From an optimization exercise on the open Yosys and OpenROAD flow, aimed at small area, a short achievable clock period and few clock cycles; shortcuts taken in it are not production practice.
Function was checked by simulation only, so behaviour that the tests miss may differ from the original.

==> inputs of v35 <==
## ytydla_cmac
module ytydla_cmac(ytydla_core_clk,
                   ytydla_core_rst_n,
                   mem2cmac_valid,
                   mem2cmac_dat_0,
                   mem2cmac_dat_1,
                   mem2cmac_dat_2,
                   mem2cmac_dat_3,
                   mem2cmac_dat_4,
                   mem2cmac_dat_5,
                   mem2cmac_dat_6,
                   mem2cmac_dat_7,
                   mem2cmac_dat_size,
                   mem2cmac_wt_0,
                   mem2cmac_wt_1,
                   mem2cmac_wt_2,
                   mem2cmac_wt_3,
                   mem2cmac_wt_4,
                   mem2cmac_wt_5,
                   mem2cmac_wt_6,
                   mem2cmac_wt_7,
                   cmac2mem_result,
                   cmac2mem_valid);
    input                                    ytydla_core_clk;
    input                                    ytydla_core_rst_n;
    input                                    mem2cmac_valid;
    input       [32 - 1:0]  mem2cmac_dat_0;
    input       [32 - 1:0]  mem2cmac_dat_1;
    input       [32 - 1:0]  mem2cmac_dat_2;
    input       [32 - 1:0]  mem2cmac_dat_3;
  ...
clock: 9.0 ns
lec_check: 0
cap_margin: 20
core_margin: 2
core_utilization: 55
place_density: 0.7
setup_slack_margin: 4.0
slew_margin: 20
standard.sh (not shown) runs the stock make flow with config.mk's settings and CLKGATE_MAP_FILE= SYNTH_SCRIPT=/design/flow/synth_recipe.tcl, a recipe that flattens the netlist after the stock synthesis.
==> flow/flow/run.sh <==
#!/bin/bash
# The standard layout (the standard.sh, all ORFS steps unchanged), except that the port
# buffers that global placement inserts use the plain sky130 buffer cell named below instead
# of the cell buffer_ports picks by default (a clock delay buffer).
set -euo pipefail
export BUFFER_PORTS_ARGS="-buffer_cell sky130_fd_sc_hd__buf_1"
bash standard.sh > standard_flow.log 2>&1
==> v25: changes against v35 <==
==> flow/config.mk (replaced) <==
export PLATFORM = sky130hd
export DESIGN_NAME = ytydla_cmac
export DESIGN_NICKNAME = ytydla_cmac
export VERILOG_FILES = /design/flow/design.v
export SDC_FILE = /design/flow/constraint.sdc
export NUM_CORES = 4
export LEC_CHECK = 0
export CAP_MARGIN = 5
export CORE_MARGIN = 2
export CORE_UTILIZATION = 45
export PLACE_DENSITY = 0.6
export SETUP_SLACK_MARGIN = 4.0
export SLEW_MARGIN = 5
==> qor summary <==
| metric | v35 | v25 |
|---|---|---|
| Number of cell rows | 84 | 93 |
| N_taps | 688 | 855 |
| Non-clock buffer share | 8.428% | 8.608% |
| Met1 Use GR | 64.17% | 59.15% |
| Detailed-routing wirelength on met1 | 50870 um | 58120 um |
| Utilization of the core after routing | 62.52% | 51.47% |
| Layout cell share with drive strength beyond 1 | 8.924% | 9.086% |
| Result of the run | no timing/DRC/antenna violations | no timing/DRC/antenna violations |
| Longest individual stage delay on the worst path | 0.39 ns | 0.41 ns |
| R2r startpoint | bn1[5]$_DFF_P_ | dr0[6]$_DFF_P_ |
| Hold path endpoint | accC[43]$_DFF_P_ | phase[1]$_DFFE_PN0P_ |
| Clock network contribution to total cell area | 1.787% | 1.819% |
| Area of all sequential standard cells | 4036 um^2 | 4029 um^2 |
| R2R Path End | accC[16]$_DFF_P_ | accC[12]$_DFF_P_ |
| Length of the first detailed-routing pass in iterations | 13 | 7 |
| Die height | 235.6 um | 260.1 um |
| Share of cell area taken by flip-flops and latches | 12.24% | 12.10% |
| Worst slew margin relative to its limit | 27.34% | 17.81% |
| Initial antenna violation count | 30 | 31 |
| Total wire length after detailed routing | 149100 um | 146400 um |
| Wire length on met2 | 59690 um | 61480 um |
Testbench counts of v35, summed over its fixed seeds: cycles 16,597.
Testbench counts of v25, summed over its fixed seeds: cycles 16,597.

========
==> job 7018 <==
Starting RTL as in the previous note.
export LEC_CHECK = 0
export CAP_MARGIN = 20
export CORE_MARGIN = 2
export CORE_UTILIZATION = 45
export PLACE_DENSITY = 0.6
export SETUP_SLACK_MARGIN = 3.5
export SLEW_MARGIN = 20
create_clock -name core_clock -period 9.0 [get_ports {ytydla_core_clk}]
Scripts as last shown in full above: flow/flow/run.sh
==> inputs of job 8537, as changes to job 7018 <==
--- a/flow/config.mk
+++ b/flow/config.mk
@@ -11,3 +11,3 @@
 export PLACE_DENSITY = 0.6
-export SETUP_SLACK_MARGIN = 3.5
+export SETUP_SLACK_MARGIN = 4.25
 export SLEW_MARGIN = 20
==> summary of the runs <==
- Of job 7018 and job 8537, job 8537 has the higher utilization (gap 1.9 points).
- Between job 7018 and job 8537, the lower register-to-register slack is in job 7018 (gap 690 ps).
- In area after synthesis, job 8537 and job 7018 do not differ.
- In job 8537 the non-clock buffer count is higher than in job 7018, by 57.
- Final area: job 7018 is smaller than job 8537 (about 3.7%).
- In count of clock-buffer cells in the layout, job 7018 and job 8537 do not differ.
Testbench counts of job 7018, summed over its fixed seeds: cycles 16,597.
Testbench counts of job 8537, summed over its fixed seeds: cycles 16,597.

========
==> inputs of zinc <==
ytydla_cmac again, from the RTL that the note above started with.
export LEC_CHECK = 0
export CAP_MARGIN = 20
export CORE_MARGIN = 2
export CORE_UTILIZATION = 45
export PLACE_DENSITY = 0.6
export SETUP_SLACK_MARGIN = 5.0
export SLEW_MARGIN = 20
create_clock -name core_clock -period 9.0 [get_ports {ytydla_core_clk}]
Scripts as last shown in full above: flow/flow/run.sh
==> inputs of fjord, as changes to zinc <==
- SETUP_SLACK_MARGIN: 5.0 -> 4.0
==> flow_summary.toml <==
[worst_hold_path]
holdPathEnd = "bn1[8]"

[route]
drt_first_iter_violations = 4598
via_count = 30800

[cells_and_area]
multi_input_comb_area_mm2 = 0.0252
ff_latch_area_mm2 = 0.00428

[run_status]
status = "no timing/DRC/antenna violations"

[sta]
max_freq_mhz = 203
period_share = 0.547

[worst_setup_path]
termination_of_the_worst_setup_path = "cmac2mem_result[29]"
rr_startpoint = "b20[0]"
-- figures above: zinc

==> flow_summary.toml <==
[route]
via_count = 29100
drt_first_iter_violations = 4392

[worst_setup_path]
termination_of_the_worst_setup_path = "cmac2mem_result[30]"

[sta]
period_share = 0.552
max_freq_mhz = 201

[worst_hold_path]
holdPathEnd = "phase[1]"

[cells_and_area]
ff_latch_area_mm2 = 0.00403

[run_status]
status = "no timing/DRC/antenna violations"
-- figures above: fjord

Testbench counts of zinc, summed over its fixed seeds: cycles 16,597.
Testbench counts of fjord, summed over its fixed seeds: cycles 16,597.

========
==> build 28: inputs <==
Starting RTL as in the previous note.
Settings: LEC_CHECK=0, CAP_MARGIN=20, CORE_MARGIN=2, CORE_UTILIZATION=45, CTS_CLUSTER_DIAMETER=150, CTS_CLUSTER_SIZE=40, PLACE_DENSITY=0.6, SETUP_SLACK_MARGIN=4.0, SLEW_MARGIN=20; clock period 9.0 ns.
Scripts as last shown in full above: flow/flow/run.sh
==> trial 57: changes against build 28 <==
--- a/flow/config.mk
+++ b/flow/config.mk
@@ -10,5 +10,3 @@
 export CORE_UTILIZATION = 45
-export CTS_CLUSTER_DIAMETER = 150
-export CTS_CLUSTER_SIZE = 40
-export PLACE_DENSITY = 0.6
+export PLACE_DENSITY = 0.5
 export SETUP_SLACK_MARGIN = 4.0
==> summary.txt <==
The run finished with no timing, DRC or antenna violations. At the placement stage, the worst setup path has a slack of 3520 ps. The filler cells instantiated in the layout total 6332.

Summing all placed instances gives a cell area of 32000 sq um. The cell depth of the worst min-delay path is 1.
Source of the figures above: build 28

==> summary.txt <==
The flow ran to the end and the layout has no timing, DRC or antenna violations. The largest total area in the synthesized netlist belongs to fa_1. Along the worst hold path, the cell count comes to 2. In the detailed route, the total length drawn on met2 is 61600 um. The post-placement worst setup slack was 3510 ps.
Source of the figures above: trial 57

Testbench counts of build 28, summed over its fixed seeds: cycles 16,597.
Testbench counts of trial 57, summed over its fixed seeds: cycles 16,597.

[what the ideal ports hide]
Ports are ideal in the flow. The routed layouts listed here were re-timed in OpenROAD.
Step 1 (the two cells are an assumption about what drives the block):
set clk [get_ports {ytydla_core_clk}]
set_driving_cell -lib_cell sky130_fd_sc_hd__clkbuf_16 $clk
set_driving_cell -lib_cell sky130_fd_sc_hd__buf_2 [delete_from_list [all_inputs] $clk]
Step 2 adds t to the input delays and takes it off the output delays; t is the mean of the earliest and latest rising clock arrival at the registers after step 1. Input paths then give back, and output paths get back, about the clock's delay inside the block.
Three values: no drivers, after step 1, after step 2; two values: the first two.
run	t, ns	slack for setup (ns)	hold slack, ns
v35	0.546	3.905 / 3.851 / 3.530	0.605 / 0.605 / 0.605
v25	0.571	4.022 / 3.966 / 3.594	0.554 / 0.554 / 0.554
job 7018	0.570	3.631 / 3.573 / 3.565	0.555 / 0.555 / 0.555
job 8537	0.567	4.095 / 4.042 / 3.907	0.573 / 0.573 / 0.573
zinc	0.569	4.076 / 4.013 / 4.271	0.512 / 0.512 / 0.512
fjord	0.569	4.028 / 3.972 / 3.587	0.554 / 0.554 / 0.554
build 28	0.569	4.028 / 3.972 / 3.587	0.554 / 0.554 / 0.554
trial 57	0.564	3.984 / 3.932 / 3.627	0.553 / 0.553 / 0.553
After both steps every run listed still meets setup and hold.
